This is an optimization exercise on Yosys and OpenROAD, whose aim is small area, a short achievable clock period and few clock cycles, not a production implementation.
Function was not checked in any run shown here: the RTL went through the layout flow alone.
Power figures rest on the tool's default switching activity, not on a simulated workload.

==> flow/flow/run.sh <==
#!/bin/bash
# The standard layout (the standard.sh), with timing repair aiming below
# the clock period. The whole make output goes to standard_flow.log here; each
# tool's own log is under orfs/logs/.
set -euo pipefail
bash standard.sh SETUP_SLACK_MARGIN=6.5 finish > standard_flow.log 2>&1
==> flow/standard.sh <==
#!/bin/bash
# synth_recipe.tcl (not shown) runs the flow's synth.tcl, then flattens the netlist and writes it again
# the make line also repeats each setting of config.mk as NAME=value (left out here)
make -C /OpenROAD-flow-scripts/flow DESIGN_CONFIG=/design/flow/config.mk WORK_HOME=/design/flow/orfs CLKGATE_MAP_FILE= SYNTH_SCRIPT=/design/flow/synth_recipe.tcl "${@:-finish}"
==> flow/config.mk <==
export PLATFORM = sky130hd
export DESIGN_NAME = cpu_system
export DESIGN_NICKNAME = cpu_system
export VERILOG_FILES = /design/flow/design.v
export SDC_FILE = /design/flow/constraint.sdc
export NUM_CORES = 4
export LEC_CHECK = 0
export CAP_MARGIN = 20
export CORE_MARGIN = 2
export CORE_UTILIZATION = 40
export SLEW_MARGIN = 20
==> flow/constraint.sdc <==
create_clock -name core_clock -period 10.0 [get_ports {clk}]
set_input_delay 2.0000 -clock core_clock [delete_from_list [all_inputs] [get_ports {clk}]]
set_output_delay 2.0000 -clock core_clock [all_outputs]
set_load 0.01 [all_outputs]
==> flow/design.v <==
`timescale 1ns/100ps
module cpu_system(
    input          clk,
    input          reset,
    output         imem_read,
    output [5:0]   imem_addr,
    input  [127:0] imem_rdata,
    input          imem_busywait,
    output         dmem_read,
    output         dmem_write,
    output [5:0]   dmem_addr,
    output [31:0]  dmem_wdata,
    input  [31:0]  dmem_rdata,
    input          dmem_busywait,
    output         ret_valid,
    output [31:0]  ret_pc,
    output         ret_rf_we,
    output [2:0]   ret_rf_waddr,
    output [7:0]   ret_rf_wdata
);
    localparam OP_LOADI = 4'd0,  OP_ADD = 4'd1,  OP_SUB = 4'd2,  OP_OR  = 4'd3,
               OP_AND   = 4'd4,  OP_NOP = 4'd5,  OP_BEQ = 4'd6,  OP_BNE = 4'd7,
               OP_LSL   = 4'd8,  OP_LSR = 4'd9,  OP_ASR = 4'd10, OP_ROR = 4'd11,
               OP_LWI   = 4'd12, OP_LWD = 4'd13, OP_SWI = 4'd14, OP_SWD = 4'd15;
    function [15:0] compress(input [31:0] ins, input [7:0] pclo);
        reg [4:0] op;
        reg [2:0] rd, rs, rt;
        reg [5:0] ab;
        reg [7:0] tgt;
        begin
            op  = ins[28:24];
            rd  = ins[18:16];
            rs  = ins[10:8];
            rt  = ins[2:0];
            tgt = pclo + 8'd1 + ins[23:16];
            if ((rs > rt) == ins[23]) ab = {rs, rt};
            else                      ab = {rt, rs};
            case (op)
                5'd0:  compress = {1'b0, OP_OR,  rd, 2'b00, rt, rt};
                5'd1:  compress = {1'b0, OP_LOADI, rd, ins[7:0]};
                5'd2:  compress = {1'b0, OP_ADD, rd, 2'b00, rs, rt};
                5'd3:  compress = {1'b0, OP_SUB, rd, 2'b00, rs, rt};
                5'd4:  compress = {1'b0, OP_OR,  rd, 2'b00, rs, rt};
                5'd5:  compress = {1'b0, OP_AND, rd, 2'b00, rs, rt};
                5'd6:  compress = {2'b10, tgt, 6'd0};
                5'd7:  compress = (rs == rt) ? {2'b10, tgt, 6'd0} : {2'b10, tgt, ab};
                5'd8:  compress = (rs == rt) ? {1'b0, OP_NOP, 11'd0} : {2'b11, tgt, ab};
                5'd9:  compress = {1'b0, OP_LSL, rd, 2'b00, rs, rt};
                5'd10: compress = {1'b0, OP_LSR, rd, 2'b00, rs, rt};
                5'd11: compress = {1'b0, OP_ASR, rd, 2'b00, rs, rt};
                5'd12: compress = {1'b0, OP_ROR, rd, 2'b00, rs, rt};
                5'd13: compress = {1'b0, OP_LWI, rd, ins[7:0]};
                5'd14: compress = {1'b0, OP_LWD, rd, 2'b00, rt, 3'd0};
                5'd15: compress = {1'b0, OP_SWI, ins[7:0], rs};
                5'd16: compress = {1'b0, OP_SWD, 5'd0, rt, rs};
                default: compress = {1'b0, OP_NOP, 11'd0};
            endcase
        end
    endfunction
    reg  [7:0]  pcf;                  
    reg  [63:0] ic_blk [0:7];
    reg  [2:0]  ic_tag [0:7];
    reg  [7:0]  ic_valid;
    reg  [31:0] bflip;                
    reg         ireq;
    reg  [5:0]  iaddr;
    reg         xv, xpt, xiaddr;
    reg  [3:0]  xop;
    reg  [2:0]  xwa, xsh;
    reg  [7:0]  ximm, xpc, xa, xb;
    reg  [7:0]  rf [0:7];
    reg         wv, wwe;
    reg  [2:0]  wwa;
    reg  [7:0]  wwd, wpc;
    reg  [21:0] whi;
    reg         wdinc, wddec;
    reg  [31:0] dd [0:7];
    reg  [5:0]  dt [0:7];
    reg  [7:0]  dv, ddirty;
    reg         drd, dwr;             
    reg  [5:0]  maddr, dma;           
    wire [2:0]  fidx = pcf[4:2];
    wire        fhit = ic_valid[fidx] && (ic_tag[fidx] == pcf[7:5]);
    wire [63:0] fblk = ic_blk[fidx];
    reg  [15:0] C;
    always @(*) begin
        case (pcf[1:0])
            2'd0: C = fblk[15:0];
            2'd1: C = fblk[31:16];
            2'd2: C = fblk[47:32];
            default: C = fblk[63:48];
        endcase
    end
    wire        c_br  = C[15];
    wire [3:0]  c_op  = c_br ? {3'b011, C[14]} : C[14:11];
    wire        c_pt  = c_br && ((C[5:3] >= C[2:0]) ^ bflip[pcf[4:0]]);
    wire [7:0]  c_imm = c_br ? C[13:6] : ((C[14:11] == OP_SWI) ? C[10:3] : C[7:0]);
    wire        c_iaddr = !c_br && (C[14:11] == OP_LWI || C[14:11] == OP_SWI);
    wire        x_mem   = (xop[3:2] == 2'b11);
    wire        x_store = (xop[3:1] == 3'b111);
    wire        x_we    = (xop <= OP_AND) || (xop[3] && !x_store);
    wire        x_sub   = (xop == OP_SUB);
    wire [7:0]  sum   = xa + (x_sub ? ~xb : xb) + {7'd0, x_sub};
    wire [7:0]  lsl   = xa << xsh;
    wire [7:0]  lsr   = xa >> xsh;
    wire [15:0] sx    = {{8{xa[7]}}, xa} >> xsh;
    wire [7:0]  asr   = sx[7:0];
    wire [15:0] rr    = {xa, xa} >> xsh;
    wire [7:0]  ror   = rr[7:0];
    wire [7:0]  daddr = xiaddr ? ximm : xa;
    wire [7:0]  hitv;
    genvar gi;
    generate for (gi = 0; gi < 8; gi = gi + 1) begin : g_hit
        assign hitv[gi] = dv[gi] && (dt[gi] == daddr[7:2]);
    end endgenerate
    wire        dhit = |hitv;
    reg  [31:0] hdata;
    integer k;
    always @(*) begin
        hdata = 32'd0;
        for (k = 0; k < 8; k = k + 1)
            hdata = hdata | (hitv[k] ? dd[k] : 32'd0);
    end
    wire        hdirty = |(hitv & ddirty);
    reg  [7:0]  ldb;
    reg  [31:0] merged;
    always @(*) begin
        case (daddr[1:0])
            2'd0: ldb = hdata[7:0];
            2'd1: ldb = hdata[15:8];
            2'd2: ldb = hdata[23:16];
            default: ldb = hdata[31:24];
        endcase
        merged = hdata;
        case (daddr[1:0])
            2'd0: merged[7:0]   = xb;
            2'd1: merged[15:8]  = xb;
            2'd2: merged[23:16] = xb;
            default: merged[31:24] = xb;
        endcase
    end
    wire        xhold     = xv && x_mem && !dhit;
    wire        xcomplete = xv && !(x_mem && !dhit);
    reg  [7:0]  result;
    always @(*) begin
        case (xop)
            OP_LOADI: result = ximm;
            OP_ADD, OP_SUB: result = sum;
            OP_OR:    result = xa | xb;
            OP_AND:   result = xa & xb;
            OP_LSL:   result = lsl;
            OP_LSR:   result = lsr;
            OP_ASR:   result = asr;
            OP_ROR:   result = ror;
            default:  result = ldb;
        endcase
    end
    wire        eq      = (xa == xb);
    wire        x_taken = (xop == OP_BEQ && eq) || (xop == OP_BNE && !eq);
    wire        mispred = xv && (x_taken != xpt);
    wire [7:0]  xpc1    = xpc + 8'd1;
    wire [7:0]  redir   = x_taken ? ximm : xpc1;
    wire [7:0]  off     = ximm - xpc1;
    wire        d_inc   = x_taken ? (!off[7] && (ximm <= xpc)) : (xpc == 8'hFF);
    wire        d_dec   = x_taken && off[7] && (ximm > xpc);
    wire [2:0]  c_a = C[5:3];
    wire [2:0]  c_b = C[2:0];
    wire        xfw = xv && x_we;
    wire [7:0]  fa  = (xfw && xwa == c_a) ? result : (wwe && wwa == c_a) ? wwd : rf[c_a];
    wire [7:0]  fb  = (xfw && xwa == c_b) ? result : (wwe && wwa == c_b) ? wwd : rf[c_b];
    always @(posedge clk) begin
        if (reset) begin
            xv  <= 1'b0;
            pcf <= 8'd0;
        end else if (mispred) begin
            xv  <= 1'b0;
            pcf <= redir;
        end else if (!xhold) begin
            xv <= fhit;
            if (fhit)
                pcf <= c_pt ? C[13:6] : pcf + 8'd1;
        end
    end
    always @(posedge clk) begin
        if (!xhold) begin
            xop    <= c_op;
            xpt    <= c_pt;
            xiaddr <= c_iaddr;
            xwa    <= C[10:8];
            xsh    <= C[2:0];
            ximm   <= c_imm;
            xpc    <= pcf;
            xa     <= fa;
            xb     <= fb;
        end
    end
    always @(posedge clk) begin
        if (reset) begin
            ireq     <= 1'b0;
            ic_valid <= 8'd0;
        end else if (ireq) begin
            if (!imem_busywait) begin
                ireq <= 1'b0;
                ic_valid[iaddr[2:0]] <= 1'b1;
            end
        end else if (!fhit && !mispred) begin
            ireq  <= 1'b1;
            iaddr <= pcf[7:2];
        end
    end
    always @(posedge clk) begin
        if (mispred)
            bflip[xpc[4:0]] <= !bflip[xpc[4:0]];
        if (ireq && !imem_busywait)
            bflip[{iaddr[2:0], 2'd0} +: 4] <= 4'd0;
    end
    always @(posedge clk) begin
        if (ireq && !imem_busywait) begin
            ic_tag[iaddr[2:0]] <= iaddr[5:3];
            ic_blk[iaddr[2:0]] <= {compress(imem_rdata[127:96], {iaddr, 2'd3}),
                                   compress(imem_rdata[95:64],  {iaddr, 2'd2}),
                                   compress(imem_rdata[63:32],  {iaddr, 2'd1}),
                                   compress(imem_rdata[31:0],   {iaddr, 2'd0})};
        end
    end
    wire        dupd  = xv && x_mem && dhit;
    wire        dfill = drd && !dmem_busywait;
    integer j;
    always @(posedge clk) begin
        if (reset) begin
            dv  <= 8'd0;
            drd <= 1'b0;
            dwr <= 1'b0;
        end else begin
            if (dupd) begin
                for (j = 1; j < 8; j = j + 1)
                    if (|(hitv >> j)) begin
                        dv[j]     <= dv[j-1];
                        ddirty[j] <= ddirty[j-1];
                    end
                dv[0]     <= 1'b1;
                ddirty[0] <= hdirty | x_store;
            end
            if (dfill) begin
                dv[7]     <= 1'b1;
                ddirty[7] <= 1'b0;
            end
            if (drd) begin
                if (!dmem_busywait) drd <= 1'b0;
            end else if (dwr) begin
                if (!dmem_busywait) begin
                    dwr <= 1'b0;
                    drd <= 1'b1;
                    dma <= maddr;
                end
            end else if (xhold) begin
                if (dv[7] && ddirty[7]) begin
                    dwr <= 1'b1;
                    dma <= dt[7];
                end else begin
                    drd <= 1'b1;
                    dma <= daddr[7:2];
                end
                maddr <= daddr[7:2];
            end
        end
    end
    always @(posedge clk) begin
        if (dupd) begin
            for (j = 1; j < 8; j = j + 1)
                if (|(hitv >> j)) begin
                    dd[j] <= dd[j-1];
                    dt[j] <= dt[j-1];
                end
            dd[0] <= x_store ? merged : hdata;
            dt[0] <= daddr[7:2];
        end
        if (dfill) begin
            dd[7] <= dmem_rdata;
            dt[7] <= maddr;
        end
    end
    assign dmem_read  = drd;
    assign dmem_write = dwr;
    assign dmem_addr  = dma;
    assign dmem_wdata = dd[7];
    assign imem_read  = ireq;
    assign imem_addr  = iaddr;
    always @(posedge clk) begin
        if (reset) begin
            wv    <= 1'b0;
            wwe   <= 1'b0;
            whi   <= 22'd0;
            wdinc <= 1'b0;
            wddec <= 1'b0;
        end else begin
            wv  <= xcomplete;
            wwe <= xcomplete && x_we;
            if (xcomplete) begin
                wwa   <= xwa;
                wwd   <= result;
                wpc   <= xpc;
                whi   <= whi + {{21{wddec}}, wdinc | wddec};
                wdinc <= d_inc;
                wddec <= d_dec;
            end
        end
    end
    integer r;
    always @(posedge clk) begin
        if (reset) begin
            for (r = 0; r < 8; r = r + 1) rf[r] <= 8'd0;
        end else if (wwe) begin
            rf[wwa] <= wwd;
        end
    end
    assign ret_valid    = wv;
    assign ret_pc       = {whi, wpc, 2'b00};
    assign ret_rf_we    = wwe;
    assign ret_rf_waddr = wwa;
    assign ret_rf_wdata = wwd;
endmodule
==> results of run 1 <==
## routing by layer
metal / wire [µm] / share of wire
met1: 64170 / 0.42
met2: 72530 / 0.47
met3: 13180 / 0.085
met4: 4498 / 0.029
met5: 67 / 0.00043
## path summary, 6_finish.rpt
check	from	endpoint	slack (ns)	depth (start not counted)
setup / recovery	flop	pcf[5]	6.13	18
hold / removal	dd[4][15]	dd[5][15]	0.41	0
setup reg to reg	flop	pcf[5]	6.13	18
hold reg to reg	dd[4][15]	dd[5][15]	0.41	0
## logic make-up (layout without fill, tap and decap cells)
family / Yosys count / in the layout / synth area share
xor gates and xnor gates: 138 / 138 / 0.02380
buffers and inverters: 320 / 986 / 0.02910
adders and majority gates: 112 / 112 / 0.02818
other: 1 / 6 / 0.00007384
DFF: 1082 / 1082 / 0.6222
AOI/OAI and AO/OA: 704 / 704 / 0.09517
and+or+nand+nor: 897 / 902 / 0.08832
muxes: 363 / 363 / 0.1132
## flip-flops by register name (all words and copies together) (netlist names), 22 cells and up, named ones only
register / count
ic_blk: 512
dd: 256
rf: 64
dt: 48
bflip: 32
ic_tag: 24
whi: 22
## synthesized netlist by cell type (57+ instances only)
cell type	n
sky130_fd_sc_hd__a21oi_1	180
sky130_fd_sc_hd__a22oi_1	116
sky130_fd_sc_hd__and2_1	71
sky130_fd_sc_hd__clkbuf_1	101
sky130_fd_sc_hd__dfxtp_1	89
sky130_fd_sc_hd__edfxtp_1	993
sky130_fd_sc_hd__ha_1	108
sky130_fd_sc_hd__inv_1	125
sky130_fd_sc_hd__mux2_2	88
sky130_fd_sc_hd__mux2i_1	111
sky130_fd_sc_hd__mux4_2	153
sky130_fd_sc_hd__nand2_1	271
sky130_fd_sc_hd__nand3_1	87
sky130_fd_sc_hd__nor2_1	177
sky130_fd_sc_hd__nor3_1	57
sky130_fd_sc_hd__o21ai_0	111
sky130_fd_sc_hd__xnor2_1	90
## report_power, final
group | internal (mW) | switching, mW | total [mW]
clock network | 2.30 | 1.81 | 4.11
registers | 5.01 | 0.0470 | 5.05
logic | 0.306 | 0.387 | 0.693
total | 7.61 | 2.24 | 9.85
## layout make-up
type / instances / area [µm²] / area share
Antenna cell: 4 / 10.01 / 0.0001556
Timing Repair inverter: 5 / 42.54 / 0.0006615
Inverter: 131 / 600.6 / 0.009339
Clock buffer: 145 / 2999 / 0.04663
Clock inverter: 63 / 563.0 / 0.008755
Multi-Input combinational cell: 2221 / 19770 / 0.3073
Tap cell: 1650 / 2064 / 0.03210
Timing Repair Buffer: 642 / 6639 / 0.1032
Sequential cell: 1082 / 31630 / 0.4918
## timing repair
item	4_1_cts	5_1_grt
resized for setup	590	323
endpoints found under the setup margin	1416	919
gates cloned	19	12
pin swaps	76	102
setup buffers	221	119
==> impl_metrics.sql, run 1 <==
INSERT INTO impl_metrics (metric_group, metric, value, unit) VALUES
('floorplan', 'die_area', '129800', 'µm²'),
('sta', 'hold_violations', '0', ''),
('placed_design', 'detailed_place.area', '55150', 'µm²'),
('finish', 'layout.cells.most_common', 'sky130_fd_sc_hd__edfxtp_1', ''),
('finish', 'design.final.nets', '4473', ''),
('sta', 'worst-slew-pin-transition', '1.063', 'ns'),
('critical_path', 'worst_ep_required_time', '10.63', 'ns'),
('synthesis', 'ys.flop_type', 'sky130_fd_sc_hd__edfxtp_1', ''),
('sta', 'timing.final.ws_setup', '6.127', 'ns'),
('sta', 'period_share', '0.3873', ''),
('placed_design', 'place.gp.congestion', '0.9204', ''),
('synthesis', 'async_flop_share', '0', ''),
('global_route', 'first_pass_grt_wire_length', '220.7', 'mm'),
('placed_design', 'placement.io_buffers', '221', ''),
('critical_path', 'cp_data_arrival_time', '4.50', 'ns'),
('global_route', 'met3_usage', '0.04001', ''),
('detailed_routing', 'wl_per_cell', '25.99', 'µm'),
('critical_path', 'timing.critical_path.slowest_stage_cell', 'sky130_fd_sc_hd__mux4_2', ''),
('floorplan', 'core.rowCount', '130', ''),
('synthesis', 'synthesis.area_per_instance', '14.04', 'µm²'),
('critical_path', 'timing.critical_path.from_type', 'flop', ''),
('global_route', 'grtUsageTotal', '0.2273', ''),
('sta', 'period_minus_slack', '3.873', 'ns'),
('clock_network', 'clock_path_buffers', '3', ''),
('finish', 'core_utilization_of_the_finished_layout', '0.5115', ''),
('sta', 'f_max', '258.2', 'MHz'),
('sta', 'slew-limit-headroom', '0.2803', ''),
('detailed_routing', 'drt.antenna.violating_nets', '0', ''),
('power_and_ir_drop', 'power.static_leakage', '22.71', 'nW'),
('floorplan', 'die_width', '360.3', 'µm'),
('finish', 'final_area', '64310', 'µm²'),
('status', 'status', 'timing/DRC/antenna clean', ''),
('critical_path', 'cpPeakStageDelay', '0.49', 'ns'),
('floorplan', 'dieHeight', '360.3', 'µm'),
('placed_design', 'place_inst', '5360', ''),
('finish', 'layout.cells.most_common_list', '993 x sky130_fd_sc_hd__edfxtp_1, 267 x sky130_fd_sc_hd__buf_4, 264 x sky130_fd_sc_hd__nand2_1', ''),
('synthesis', 'synth_area_leaders', 'sky130_fd_sc_hd__edfxtp_1 59%, sky130_fd_sc_hd__mux4_2 6.8%, sky130_fd_sc_hd__dfxtp_1 3.5%', ''),
('sta', 'final-max-slew-violation-count', '0', ''),
('worst_hold_path', 'worst_hold_path_type', 'flop to flop', ''),
('power_and_ir_drop', 'post-layout-total-power', '9.854', 'mW'),
('detailed_routing', 'num_vias', '34650', ''),
('sta', 'grt_setup_unrepaired', 'true', ''),
('clock_network', 'cts_buffers', '114', ''),
('sta', 'timing.hold.ws', '0.4081', 'ns'),
('clock_network', 'cell_chosen_for_the_clock_root', 'sky130_fd_sc_hd__clkbuf_16', ''),
('finish', 'area_growth_syn_to_layout', '26.63', '%'),
('detailed_routing', 'wirelength', '154.4', 'mm'),
('clock_network', 'cts.htree.levels', '3', ''),
('global_route', 'grt_total_ovfl', '0', ''),
('power_and_ir_drop', 'maximum_vdd_drop', '0.0001673', 'V'),
('clock_network', 'clock_sink_count', '1082', ''),
('global_route', 'top_usage_layer', 'met2', ''),
('synthesis', 'synth_top_cell_by_area', 'sky130_fd_sc_hd__edfxtp_1', ''),
('clock_network', 'clock_latency', '0.76', 'ns'),
('global_route', 'via_count_of_the_first_global_routing_pass', '33130', ''),
('global_route', 'grtUsageMet2', '0.3647', ''),
('critical_path', 'crit_path_end_kind', 'flop', ''),
('synthesis', 'mappedNetlistArea', '50790', 'µm²'),
('global_route', 'grt_util_met1', '0.3181', ''),
('floorplan', 'placeableCoreArea', '125700', 'µm²'),
('critical_path', 'cp_num_buf_inv', '5', ''),
('synthesis', 'synth_sequential_area_ratio', '0.6222', ''),
('detailed_routing', 'viasPerCell', '5.830', ''),
('synthesis', 'yosys.cell_types.count', '91', ''),
('finish', 'fillers', '10540', ''),
('placed_design', 'place_worst_setup_slack', '4.445', 'ns'),
('synthesis', 'synth_seq_cells', '1082', ''),
('finish', 'share_of_layout_cells_above_drive_strength_1', '0.2924', ''),
('global_route', 'number_of_antenna_violations_at_the_first_check_in_global_routing', '8', ''),
('job', 'timing.max_cap.violations', '0', ''),
('synthesis', 'synth.top_cell.area_share', '0.5871', '');
==> inputs of run 2 (changes only) <==
==> flow/flow/run.sh (replaced) <==
#!/bin/bash
# The standard layout (the standard.sh), with timing repair aiming below
# the clock period. The whole make output goes to standard_flow.log here; each
# tool's own log is under orfs/logs/.
set -euo pipefail
bash standard.sh SETUP_SLACK_MARGIN=6.5 TNS_END_PERCENT=0 finish > standard_flow.log 2>&1
==> impl_metrics.sql, run 2 <==
INSERT INTO impl_metrics (metric_group, metric, value, unit) VALUES
('clock_network', 'clock_sink_count', '1082', ''),
('power_and_ir_drop', 'internal_power', '7.621', 'mW'),
('placed_design', 'place_worst_setup_slack', '3.943', 'ns'),
('clock_network', 'cell_chosen_for_the_clock_root', 'sky130_fd_sc_hd__clkbuf_16', ''),
('synthesis', 'mappedNetlistArea', '50790', 'µm²'),
('worst_hold_path', 'worst_hold_path_type', 'flop to flop', ''),
('critical_path', 'max_fo_critical_path', '6', ''),
('finish', 'fin_cells', '5692', ''),
('floorplan', 'die_area', '129800', 'µm²'),
('clock_network', 'clock_latency', '0.78', 'ns'),
('placed_design', 'place_inst', '5367', ''),
('synthesis', 'netlist_instances', '3617', ''),
('critical_path', 'critPathCapture', 'ximm[6]', ''),
('critical_path', 'r2r_cells', '13', ''),
('floorplan', 'die_width', '360.3', 'µm'),
('critical_path', 'worst_ep_required_time', '10.48', 'ns'),
('finish', 'area_growth_syn_to_layout', '18.56', '%'),
('power_and_ir_drop', 'p_sw_frac', '0.2264', ''),
('floorplan', 'core.rowCount', '130', ''),
('clock_network', 'clock_tree_from_tritoncts', 'done', ''),
('finish', 'area_used_by_multi_input_combinational_logic', '18220', 'µm²'),
('global_route', 'first_pass_grt_wire_length', '209.4', 'mm'),
('global_route', 'grtUsageTotal', '0.2154', ''),
('finish', 'fillers', '10850', ''),
('detailed_routing', 'num_vias', '32480', ''),
('critical_path', 'crit_path_end_kind', 'flop', ''),
('synthesis', 'post_synth_edffs', '993', ''),
('synthesis', 'synth_compound_area_frac', '0.09517', ''),
('clock_network', 'cts.htree.levels', '3', ''),
('clock_network', 'clkTransAtPathRegs', '0.06', 'ns'),
('sta', 'setup_total_negative_slack', '0', 'ns'),
('synthesis', 'synth_xor_xnor_area_share', '0.02380', ''),
('sta', 'setup_viol', '0', ''),
('sta', 'grt_setup_unrepaired', 'true', ''),
('sta', 'period_minus_slack', '4.081', 'ns'),
('power_and_ir_drop', 'netSwitchingPower', '2.231', 'mW'),
('global_route', 'number_of_antenna_violations_at_the_first_check_in_global_routing', '4', ''),
('finish', 'final-seq-area', '31620', 'µm²'),
('clock_network', 'clock_path_buffers', '3', ''),
('critical_path', 'timing.critical_path.from_type', 'flop', ''),
('floorplan', 'placeableCoreArea', '125700', 'µm²'),
('power_and_ir_drop', 'pwr-share-clk', '0.427', ''),
('detailed_routing', 'drc_errors', '0', ''),
('clock_network', 'cts_hold_buffers', '0', ''),
('sta', 'hold_violations', '0', ''),
('floorplan', 'floorplan.io_pins', '256', ''),
('synthesis', 'synth_sequential_area_ratio', '0.6222', ''),
('sta', 'f_max', '245.0', 'MHz'),
('synthesis', 'synth.yosys.warnings', '3', ''),
('finish', 'design.final.nets', '4219', ''),
('clock_network', 'cts_buffers', '114', ''),
('status', 'status', 'timing/DRC/antenna clean', ''),
('detailed_routing', 'wl_per_cell', '24.91', 'µm'),
('synthesis', 'synth_seq_cells', '1082', ''),
('placed_design', 'placement.io_buffers', '221', ''),
('critical_path', 'reg2reg_setup_slack', '5.92', 'ns'),
('job', 'timing.max_cap.violations', '0', ''),
('sta', 'final-max-slew-violation-count', '0', ''),
('detailed_routing', 'drt.antenna.violating_nets', '0', ''),
('detailed_routing', 'dr.first_iter.drc_count', '3508', ''),
('synthesis', 'ys_top_cells_by_count', '993 x sky130_fd_sc_hd__edfxtp_1, 271 x sky130_fd_sc_hd__nand2_1, 180 x sky130_fd_sc_hd__a21oi_1, 177 x sky130_fd_sc_hd__nor2_1, 153 x sky130_fd_sc_hd__mux4_2', ''),
('sta', 'timing.final.ws_setup', '5.919', 'ns'),
('power_and_ir_drop', 'power.share.combinational', '0.060', ''),
('critical_path', 'reg_to_reg_endpoint', 'ximm[6]', ''),
('sta', 'finalClockSkew', '0.07176', 'ns'),
('sta', 'timing.hold.ws', '0.4033', 'ns'),
('synthesis', 'ys.flop_type', 'sky130_fd_sc_hd__edfxtp_1', ''),
('critical_path', 'crit_type', 'flop to flop', ''),
('synthesis', 'async_flop_share', '0', ''),
('global_route', 'grt_max_degree', '55', ''),
('synthesis', 'largest_family_of_logic_cells_by_synthesized_area', 'multiplexers', ''),
('synthesis', 'synthAdderAreaFrac', '0.02818', ''),
('synthesis', 'yosys.cell_types.count', '91', ''),
('critical_path', 'cp_data_arrival_time', '4.56', 'ns'),
('detailed_routing', 'viasPerCell', '5.707', ''),
('detailed_routing', 'wirelength', '141.8', 'mm'),
('floorplan', 'start_util', '0.4039', ''),
('sta', 'worst-slew-pin-transition', '1.107', 'ns'),
('sta', 'slew-limit-headroom', '0.2622', ''),
('synthesis', 'proportion_of_synthesized_area_in_mux_cells', '0.1132', ''),
('synthesis', 'synth.top_cell.area_share', '0.5871', ''),
('global_route', 'grt_total_ovfl', '0', ''),
('finish', 'layout.cells.most_common_list', '993 x sky130_fd_sc_hd__edfxtp_1, 268 x sky130_fd_sc_hd__nand2_1, 203 x sky130_fd_sc_hd__clkdlybuf4s50_1', ''),
('synthesis', 'synth.most_common_cell', 'sky130_fd_sc_hd__edfxtp_1', ''),
('synthesis', 'synthSimpleGateAreaFrac', '0.08832', ''),
('placed_design', 'place.gp.congestion', '0.9148', ''),
('finish', 'largest_register_ffs', '512', ''),
('power_and_ir_drop', 'power.sequential.fraction', '0.514', ''),
('synthesis', 'synthesis.area_per_instance', '14.04', 'µm²'),
('power_and_ir_drop', 'power.static_leakage', '20.59', 'nW'),
('synthesis', 'synth_top_cell_by_area', 'sky130_fd_sc_hd__edfxtp_1', ''),
('floorplan', 'dieHeight', '360.3', 'µm'),
('global_route', 'via_count_of_the_first_global_routing_pass', '31680', ''),
('power_and_ir_drop', 'power_per_cell_area', '163.6', 'nW/µm²'),
('placed_design', 'detailed_place_hpwl', '90.32', 'mm'),
('detailed_routing', 'firstDrtPassIters', '6', ''),
('power_and_ir_drop', 'maximum_vdd_drop', '0.0001604', 'V'),
('synthesis', 'synth_area_leaders', 'sky130_fd_sc_hd__edfxtp_1 59%, sky130_fd_sc_hd__mux4_2 6.8%, sky130_fd_sc_hd__dfxtp_1 3.5%', ''),
('finish', 'layout.cells.most_common', 'sky130_fd_sc_hd__edfxtp_1', ''),
('sta', 'period_share', '0.4081', ''),
('finish', 'share_of_layout_cells_above_drive_strength_1', '0.1777', ''),
('power_and_ir_drop', 'post-layout-total-power', '9.851', 'mW');
run 2: changes by cell type in the layout (fill, tap and decap cells not counted), moves of 19 or more:
cell,before,now
sky130_fd_sc_hd__xnor2_1,66,89
sky130_fd_sc_hd__clkdlybuf4s15_1,20,0
sky130_fd_sc_hd__buf_6,69,10
sky130_fd_sc_hd__o21ai_0,75,99
sky130_fd_sc_hd__a21oi_1,151,173
sky130_fd_sc_hd__buf_4,267,131
sky130_fd_sc_hd__buf_12,65,21
sky130_fd_sc_hd__a21oi_2,23,4
sky130_fd_sc_hd__clkdlybuf4s50_1,74,203
sky130_fd_sc_hd__buf_2,24,1
sky130_fd_sc_hd__dlygate4sd2_1,57,17
run 2: how the worst min path moves through the flow:
| stage | end | cells after the start | slack, ns | startpoint |
|---|---|---|---|---|
| 6_report | dd[3][25] | 0 | 0.40 | dd[2][25] |
| 5_1_grt | dd[3][25] | 0 | 0.42 | dd[2][25] |
| 4_1_cts | dd[3][25] | 0 | 0.41 | dd[2][25] |
| 3_5_place_dp | dd[2][1] | 0 | 0.43 | dd[1][1] |
| 3_3_place_gp | dd[3][25] | 0 | 0.43 | dd[2][25] |
| 2_1_floorplan | iaddr[0] | 0 | 0.42 | pcf[2] |
run 2: power groups by stage:
stage / Clock (mW) / Combinational (mW) / Sequential [mW]
floorplan: 0 / 0.336 / 5.13
global placement: 0 / 0.536 / 5.15
detailed placement: 0 / 0.543 / 5.16
CTS: 4.26 / 0.585 / 5.06
global route: 4.44 / 0.635 / 5.07
finish: 4.21 / 0.586 / 5.06
run 2: routing by layer:
metal,share of wire,global-route usage,vias to the layer above
met4,0.033,0.07159,6
met5,0.00023,0,-
met3,0.076,0.04615,216
met2,0.46,0.3413,1235
met1,0.43,0.2947,16270
li1,-,-,14750
run 2: area by class of cell:
cell class | count | area share
repair buffers | 397 | 0.06776
well taps | 1650 | 0.03429
diodes | 1 | 0.00004156
clock inverters | 71 | 0.01214
multi-input cells | 2217 | 0.3025
clock buffers | 143 | 0.04952
inverters | 131 | 0.008644
flip-flops and latches | 1082 | 0.5251
run 2: cells by family (layout without fill, tap and decap cells):
kind of cell / after synthesis / count (layout)
flip-flops: 1082 / 1082
other: 1 / 3
XOR/XNOR: 138 / 138
adder cells (fa/ha/maj): 112 / 112
multiplexers: 363 / 363
AND/OR/NAND/NOR: 897 / 898
AO/OA/AOI/OAI: 704 / 704
buffers and inverters: 320 / 742
run 2: per-stage QoR:
step,instance area (µm²),utilization
4_1_cts,60150,0.4784
6_report,60210,0.4789
3_3_place_gp,54740,0.4354
3_5_place_dp,54750,0.4354
5_1_grt,60210,0.4789
2_1_floorplan,50870,-
run 2: worst max-delay path: stages (launching register included):
cell and delay [ns]:
sky130_fd_sc_hd__dfxtp_4 0.37, sky130_fd_sc_hd__buf_12 0.12, sky130_fd_sc_hd__buf_12 0.10, sky130_fd_sc_hd__buf_16 0.12, sky130_fd_sc_hd__buf_8 0.12, sky130_fd_sc_hd__mux4_2 0.50
sky130_fd_sc_hd__mux2_4 0.28, sky130_fd_sc_hd__a222oi_1 0.86, sky130_fd_sc_hd__mux2_4 0.36, sky130_fd_sc_hd__nand2b_4 0.06, sky130_fd_sc_hd__or3_4 0.42, sky130_fd_sc_hd__mux2_1 0.32
sky130_fd_sc_hd__nand2_1 0.07, sky130_fd_sc_hd__o21ai_0 0.07
run 2: timing repair:
item	in CTS	in global routing
pin swaps	37	12
gates resized for setup	157	6
setup buffers	100	2
cloned	8	0
setup endpoints to repair	1428	1426
==> inputs of run 3 (changes only) <==
==> flow/run.sh (new file) <==
#!/bin/bash
# synth_recipe.tcl (not shown) runs the flow's synth.tcl, then flattens the netlist and writes it again
# the make line also repeats each setting of config.mk as NAME=value (left out here)
make -C /OpenROAD-flow-scripts/flow DESIGN_CONFIG=/design/flow/config.mk WORK_HOME=/design/flow/orfs CLKGATE_MAP_FILE= SYNTH_SCRIPT=/design/flow/synth_recipe.tcl finish
--- a/flow/config.mk
+++ b/flow/config.mk
@@ -7,5 +7,8 @@
 export LEC_CHECK = 0
 export CAP_MARGIN = 20
 export CORE_MARGIN = 2
-export CORE_UTILIZATION = 40
+export CORE_UTILIZATION = 55
+export CTS_BUF_LIST = sky130_fd_sc_hd__clkbuf_8
+export SETUP_SLACK_MARGIN = 5
 export SLEW_MARGIN = 20
+export TNS_END_PERCENT = 0
removed: flow/flow/run.sh
removed: flow/standard.sh
==> impl_metrics.sql, run 3 <==
INSERT INTO impl_metrics (metric_group, metric, value, unit) VALUES
('status', 'status', 'timing/DRC/antenna clean', ''),
('critical_path', 'worst_ep_required_time', '10.52', 'ns'),
('critical_path', 'timing.critical_path.from_type', 'input port', ''),
('floorplan', 'core.rowCount', '111', ''),
('placed_design', 'detailed_place_hpwl', '91.15', 'mm'),
('placed_design', 'placement.io_buffers', '221', ''),
('synthesis', 'mappedNetlistArea', '50790', 'µm²'),
('clock_network', 'cts_buffers', '175', ''),
('critical_path', 'cp_data_arrival_time', '5.43', 'ns'),
('sta', 'worst-slew-pin-transition', '1.140', 'ns'),
('finish', 'share_of_layout_cells_above_drive_strength_1', '0.1518', ''),
('synthesis', 'netlist_instances', '3617', ''),
('synthesis', 'synthSimpleGateAreaFrac', '0.08832', ''),
('critical_path', 'timing.critical_path.slowest_stage_cell', 'sky130_fd_sc_hd__a21oi_1', ''),
('finish', 'layout.cells.most_common', 'sky130_fd_sc_hd__edfxtp_1', ''),
('detailed_routing', 'wl_per_cell', '26.27', 'µm'),
('global_route', 'grt_max_degree', '65', ''),
('detailed_routing', 'drt.antenna.violating_nets', '0', ''),
('synthesis', 'async_flop_share', '0', ''),
('sta', 'setup_total_negative_slack', '0', 'ns'),
('sta', 'final-max-slew-violation-count', '0', ''),
('worst_hold_path', 'worst_hold_path_type', 'flop to flop', ''),
('floorplan', 'start_util', '0.5549', ''),
('floorplan', 'floorplan.io_pins', '256', ''),
('detailed_routing', 'wirelength', '137.2', 'mm'),
('clock_network', 'cell_chosen_for_the_clock_root', 'sky130_fd_sc_hd__clkbuf_8', ''),
('synthesis', 'proportion_of_synthesized_area_in_mux_cells', '0.1132', ''),
('synthesis', 'synth_seq_cells', '1082', ''),
('synthesis', 'synthAdderAreaFrac', '0.02818', ''),
('worst_hold_path', 'timing.hold.worst_path_depth', '0', ''),
('global_route', 'first_pass_grt_wire_length', '205.5', 'mm'),
('global_route', 'via_count_of_the_first_global_routing_pass', '33180', ''),
('critical_path', 'r2r_cells', '16', ''),
('clock_network', 'cts.htree.levels', '4', ''),
('synthesis', 'synth_xor_xnor_area_share', '0.02380', ''),
('detailed_routing', 'num_vias', '32860', ''),
('floorplan', 'placeableCoreArea', '91520', 'µm²'),
('synthesis', 'synth_compound_area_frac', '0.09517', ''),
('power_and_ir_drop', 'maximum_vdd_drop', '0.0001301', 'V'),
('synthesis', 'synth_top_cell_by_area', 'sky130_fd_sc_hd__edfxtp_1', ''),
('clock_network', 'clock_path_buffers', '3', ''),
('critical_path', 'max_fo_critical_path', '13', ''),
('finish', 'largest_register_ffs', '512', ''),
('finish', 'layout.cells.most_common_list', '993 x sky130_fd_sc_hd__edfxtp_1, 271 x sky130_fd_sc_hd__nand2_1, 220 x sky130_fd_sc_hd__clkdlybuf4s50_1', ''),
('critical_path', 'timing.critical_path.mode_cell', 'sky130_fd_sc_hd__inv_1', ''),
('synthesis', 'synth_sequential_area_ratio', '0.6222', ''),
('sta', 'setup_viol', '0', ''),
('job', 'timing.max_cap.violations', '0', ''),
('synthesis', 'synth.yosys.warnings', '3', ''),
('detailed_routing', 'viasPerCell', '6.293', ''),
('placed_design', 'detailed_place.area', '54070', 'µm²'),
('synthesis', 'ys_top_cells_by_count', '993 x sky130_fd_sc_hd__edfxtp_1, 271 x sky130_fd_sc_hd__nand2_1, 180 x sky130_fd_sc_hd__a21oi_1, 177 x sky130_fd_sc_hd__nor2_1, 153 x sky130_fd_sc_hd__mux4_2', ''),
('global_route', 'number_of_antenna_violations_at_the_first_check_in_global_routing', '3', ''),
('power_and_ir_drop', 'post-layout-total-power', '9.207', 'mW'),
('synthesis', 'largest_family_of_logic_cells_by_synthesized_area', 'multiplexers', ''),
('detailed_routing', 'dr.first_iter.drc_count', '3021', ''),
('clock_network', 'clock_latency', '0.87', 'ns'),
('finish', 'design.final.nets', '4165', ''),
('clock_network', 'clock_sink_count', '1082', ''),
('sta', 'grt_setup_unrepaired', 'true', ''),
('detailed_routing', 'drc_errors', '0', ''),
('floorplan', 'die_area', '94790', 'µm²'),
('sta', 'finalClockSkew', '0.03224', 'ns'),
('floorplan', 'die_width', '307.9', 'µm'),
('global_route', 'grtUsageTotal', '0.2911', ''),
('detailed_routing', 'firstDrtPassIters', '7', ''),
('synthesis', 'synth_area_leaders', 'sky130_fd_sc_hd__edfxtp_1 59%, sky130_fd_sc_hd__mux4_2 6.8%, sky130_fd_sc_hd__dfxtp_1 3.5%', ''),
('synthesis', 'synthesis.area_per_instance', '14.04', 'µm²'),
('floorplan', 'dieHeight', '307.9', 'µm'),
('critical_path', 'critical_path.cell_chain', 'clkdlybuf4s50_1 > inv_1 > ha_1 > and3_1 > or3_1 > or2_2 > a21oi_1 > inv_1 > o21ai_0', ''),
('sta', 'slew-limit-headroom', '0.2382', ''),
('placed_design', 'place.gp.congestion', '0.9426', ''),
('sta', 'f_max', '203.6', 'MHz'),
('power_and_ir_drop', 'power_per_cell_area', '160.2', 'nW/µm²'),
('clock_network', 'clkTransAtPathRegs', '0.06', 'ns'),
('synthesis', 'synth.most_common_cell', 'sky130_fd_sc_hd__edfxtp_1', ''),
('critical_path', 'cpPeakStageDelay', '0.78', 'ns'),
('synthesis', 'ys.flop_type', 'sky130_fd_sc_hd__edfxtp_1', ''),
('finish', 'final_area', '57490', 'µm²'),
('sta', 'period_share', '0.4912', ''),
('sta', 'hold_violations', '0', ''),
('clock_network', 'clock_tree_from_tritoncts', 'done', ''),
('power_and_ir_drop', 'power.static_leakage', '19.81', 'nW'),
('synthesis', 'post_synth_edffs', '993', ''),
('synthesis', 'synth.top_cell.area_share', '0.5871', ''),
('global_route', 'grt_total_ovfl', '0', ''),
('finish', 'area_growth_syn_to_layout', '13.20', '%'),
('sta', 'period_minus_slack', '4.912', 'ns'),
('critical_path', 'crit_path_end_kind', 'flop', ''),
('synthesis', 'yosys.cell_types.count', '91', ''),
('finish', 'core_utilization_of_the_finished_layout', '0.6281', ''),
('finish', 'fin_cells', '5222', ''),
('critical_path', 'crit_type', 'input port to flop', ''),
('finish', 'fillers', '6896', ''),
('placed_design', 'place_inst', '4893', '');
==> run 3: cell counts after synthesis <==
No cell type changed its count.
==> run 3: worst max-delay path: cells and delay by family <==
kind / cells / cell delay (ns)
AO/OA/AOI/OAI: 2 / 1.53
AND/OR/NAND/NOR: 3 / 0.84
buffers and inverters: 3 / 0.73
adder cells (fa/ha/maj): 1 / 0.33
==> run 3: kinds of logic after synthesis <==
logic type                 after synthesis
AOI/OAI and AO/OA                      704
muxes                                  363
adders and majority gates              112
other                                    1
buffers and inverters                  320
xor gates and xnor gates               138
and+or+nand+nor                        897
DFF                                   1082
==> run 3: power breakdown <==
part           switching, mW  internal (mW)
sequential            0.0548           5.01
clock                   1.76           1.84
combinational          0.316          0.224
==> run 3: timing repair <==
action	CTS	global route
setup endpoints to repair	209	399
hold buffers	0	0
gates cloned	0	0
buffers inserted	2	2
resized for setup	11	7
==> run 3: per-layer routing <==
layer / vias up / global-route usage / wire, µm
met3: 275 / 0.05222 / 9167
met2: 1381 / 0.5105 / 70670
li1: 14670 / - / -
met5: - / 0 / 0
met4: 0 / 0.1048 / 4342
met1: 16540 / 0.3619 / 52980
==> run 3: cell type report <==
type	instances	area, µm²	share of cell area
diodes	4	10.01	0.0001741
clock buffers	178	2450	0.04261
clock inverters	142	812.0	0.01412
inverters	131	493.0	0.008575
multi-input cells	2216	17900	0.3113
flip-flops and latches	1082	31610	0.5498
well taps	1186	1484	0.02581
repair buffers	283	2734	0.04755
==> run 3: path summary, 6_finish.rpt <==
check | startpoint | endpoint | slack, ns
setup / recovery | imem_rdata[34] | ic_blk[6][23] | 5.09
setup reg to reg | flop | pcf[1] | 5.09
hold reg to reg | dd[1][2] | dd[2][2] | 0.44
hold / removal | dd[1][2] | dd[2][2] | 0.44
==> run 3: through the flow <==
| step | worst slack, ns | hold WS [ns] |
|---|---|---|
| floorplan | 4.222 | 0.4237 |
| global placement | 3.995 | 0.4279 |
| detailed placement | 4.007 | 0.4325 |
| CTS | 4.746 | 0.4288 |
| global route | 4.736 | 0.4438 |
| finish | 5.088 | 0.4409 |
==> inputs of run 4 (changes only) <==
==> flow/flow/run.sh (new file) <==
#!/bin/bash
# The standard layout (the standard.sh), with timing repair aiming below
# the clock period, and plain buffers on the ports. The whole make output goes
# to standard_flow.log here; each tool's own log is under orfs/logs/.
set -euo pipefail
bash standard.sh SETUP_SLACK_MARGIN=6.5 TNS_END_PERCENT=0 "BUFFER_PORTS_ARGS=-buffer_cell sky130_fd_sc_hd__buf_2" finish > standard_flow.log 2>&1
==> flow/standard.sh (new file) <==
#!/bin/bash
# synth_recipe.tcl (not shown) runs the flow's synth.tcl, then flattens the netlist and writes it again
# the make line also repeats each setting of config.mk as NAME=value (left out here)
make -C /OpenROAD-flow-scripts/flow DESIGN_CONFIG=/design/flow/config.mk WORK_HOME=/design/flow/orfs CLKGATE_MAP_FILE= SYNTH_SCRIPT=/design/flow/synth_recipe.tcl "${@:-finish}"
--- a/flow/config.mk
+++ b/flow/config.mk
@@ -9,6 +9,4 @@
 export CORE_MARGIN = 2
 export CORE_UTILIZATION = 55
 export CTS_BUF_LIST = sky130_fd_sc_hd__clkbuf_8
-export SETUP_SLACK_MARGIN = 5
 export SLEW_MARGIN = 20
-export TNS_END_PERCENT = 0
removed: flow/run.sh
==> impl_metrics.sql, run 4 <==
INSERT INTO impl_metrics (metric_group, metric, value, unit) VALUES
('placed_design', 'placement.io_buffers', '221', ''),
('synthesis', 'netlist_instances', '3617', ''),
('synthesis', 'yosys.cell_types.count', '91', ''),
('critical_path', 'max_fo_critical_path', '31', ''),
('finish', 'largest_register_ffs', '512', ''),
('synthesis', 'mappedNetlistArea', '50790', 'µm²'),
('sta', 'final-max-slew-violation-count', '0', ''),
('status', 'status', 'timing/DRC/antenna clean', ''),
('synthesis', 'synth.most_common_cell', 'sky130_fd_sc_hd__edfxtp_1', ''),
('detailed_routing', 'wirelength', '140.3', 'mm'),
('floorplan', 'dieHeight', '307.9', 'µm'),
('floorplan', 'die_area', '94790', 'µm²'),
('power_and_ir_drop', 'power.share.combinational', '0.060', ''),
('placed_design', 'detailed_place_hpwl', '90.12', 'mm'),
('sta', 'hold_violations', '0', ''),
('sta', 'setup_viol', '0', ''),
('job', 'timing.max_cap.violations', '0', ''),
('floorplan', 'die_width', '307.9', 'µm'),
('finish', 'layout.cells.most_common_list', '993 x sky130_fd_sc_hd__edfxtp_1, 268 x sky130_fd_sc_hd__nand2_1, 222 x sky130_fd_sc_hd__buf_2', ''),
('floorplan', 'start_util', '0.5549', ''),
('power_and_ir_drop', 'power.static_leakage', '20.56', 'nW'),
('critical_path', 'timing.critical_path.from_type', 'flop', ''),
('sta', 'timing.final.ws_setup', '6.039', 'ns'),
('power_and_ir_drop', 'power_per_cell_area', '159.3', 'nW/µm²'),
('finish', 'fillers', '6847', ''),
('clock_network', 'clock_latency', '0.87', 'ns'),
('floorplan', 'placeableCoreArea', '91520', 'µm²'),
('synthesis', 'synth.yosys.warnings', '3', ''),
('critical_path', 'cp_data_arrival_time', '4.53', 'ns'),
('finish', 'share_of_layout_cells_above_drive_strength_1', '0.2303', ''),
('clock_network', 'clock_path_buffers', '3', ''),
('sta', 'grt_setup_unrepaired', 'true', ''),
('synthesis', 'ys_top_cells_by_count', '993 x sky130_fd_sc_hd__edfxtp_1, 271 x sky130_fd_sc_hd__nand2_1, 180 x sky130_fd_sc_hd__a21oi_1, 177 x sky130_fd_sc_hd__nor2_1, 153 x sky130_fd_sc_hd__mux4_2', ''),
('clock_network', 'cell_chosen_for_the_clock_root', 'sky130_fd_sc_hd__clkbuf_8', '');
==> run 4: cell counts after synthesis <==
Identical to the previous run, type by type.
==> run 4: cell families after synthesis <==
family,synth area share
AO/OA/AOI/OAI,0.09517
XOR/XNOR,0.02380
adder cells (fa/ha/maj),0.02818
buffers and inverters,0.02910
flip-flops,0.6222
multiplexers,0.1132
other,0.00007384
AND/OR/NAND/NOR,0.08832
==> run 4: final cells by class <==
class                           instances  share of cell area
Antenna cell                            4           0.0001734
Clock buffer                          186             0.04436
Clock inverter                        134             0.01208
Inverter                              131            0.008802
Multi-Input combinational cell       2218              0.3150
Sequential cell                      1082              0.5478
Tap cell                             1186             0.02571
Timing Repair Buffer                  365             0.04607
==> run 4: power by group through the flow <==
stage	sequential (mW)	clock (mW)	combinational [mW]
after floorplan	5.13	0	0.336
after global placement	5.16	0	0.493
after detailed placement	5.16	0	0.510
after CTS	5.06	3.64	0.540
after global routing	5.07	3.83	0.596
final	5.06	3.58	0.547
==> run 4: through the flow <==
stage	instance area, µm²	cells	power [mW]
floorplan	50870	3618	5.470
global placement	53000	4891	5.649
detailed placement	53030	4893	5.670
CTS	57300	5271	9.242
global route	57710	5304	9.496
finish	57710	5306	9.193
==> run 4: path summary, 6_finish.rpt <==
path              startpoint       end  slack (ns)  cells past startpoint
setup / recovery      xiaddr    wwd[5]        6.04                     12
setup reg to reg      xiaddr    wwd[5]        6.04                     12
hold / removal      dd[0][9]  dd[1][9]        0.44                      0
hold reg to reg     dd[0][9]  dd[1][9]        0.44                      0
==> run 4: worst max-delay path, stage by stage, from the launching register on <==
cell                       delay [ns]
sky130_fd_sc_hd__edfxtp_1        0.41
sky130_fd_sc_hd__buf_12          0.18
sky130_fd_sc_hd__mux2i_4         0.19
sky130_fd_sc_hd__buf_12          0.17
sky130_fd_sc_hd__buf_4           0.15
sky130_fd_sc_hd__xor2_1          0.13
sky130_fd_sc_hd__and4_1          0.36
sky130_fd_sc_hd__and2_4          0.30
sky130_fd_sc_hd__or4_1           0.72
sky130_fd_sc_hd__o31ai_4         0.30
sky130_fd_sc_hd__buf_6           0.29
sky130_fd_sc_hd__nor2_2          0.14
sky130_fd_sc_hd__buf_4           0.28
==> run 4: repair_timing <==
action / CTS / global route
endpoints found under the setup margin: 937 / 1004
gates resized for setup: 70 / 23
gates cloned: 7 / 1
pin swaps: 12 / 16
buffers inserted: 51 / 29
==> run 4: layer usage <==
metal  track usage  share of wire
met4        0.1018          0.028
met2        0.5254           0.52
met1        0.3711           0.39
met3       0.04583          0.066
met5             0        0.00014

## re-timing with driven ports
In the flow no input, the clock included, has a driving cell. The finished layouts below were timed again as built, in two steps.
Step 1 assumes that a clkbuf_16 drives the clock port and a buf_2 every other input.
Step 2, shift: input delay + t, output delay - t, t = (earliest + latest rising clock arrival at the registers) / 2. This alone moves slack from input paths to output paths.
Three values: no drivers, after step 1, after step 2; two values: the first two.
run | t (ns) | slack for setup (ns) | worst hold slack (ns) | worst data-port slew with drivers (ns) | pins driven straight from the clock port
run 1 | 0.818 | 6.127 / 6.127 / 5.696 | 0.408 / 0.408 / 0.408 | 0.23 | 1
run 2 | 0.818 | 5.919 / 5.919 / 5.197 | 0.403 / 0.403 / 0.403 | 0.20 | 1
run 3 | 0.919 | 5.088 / 5.094 / 4.215 | 0.441 / 0.441 / 0.441 | 0.13 | 1
run 4 | 0.929 | 6.039 / 6.039 / 5.163 | 0.440 / 0.440 / 0.440 | 0.10 | 1
After both steps setup and hold are still met in every run listed. For run 4, which loses most, drivers alone change the setup slack by 0.000 ns; drivers and shift together by -0.876 ns.
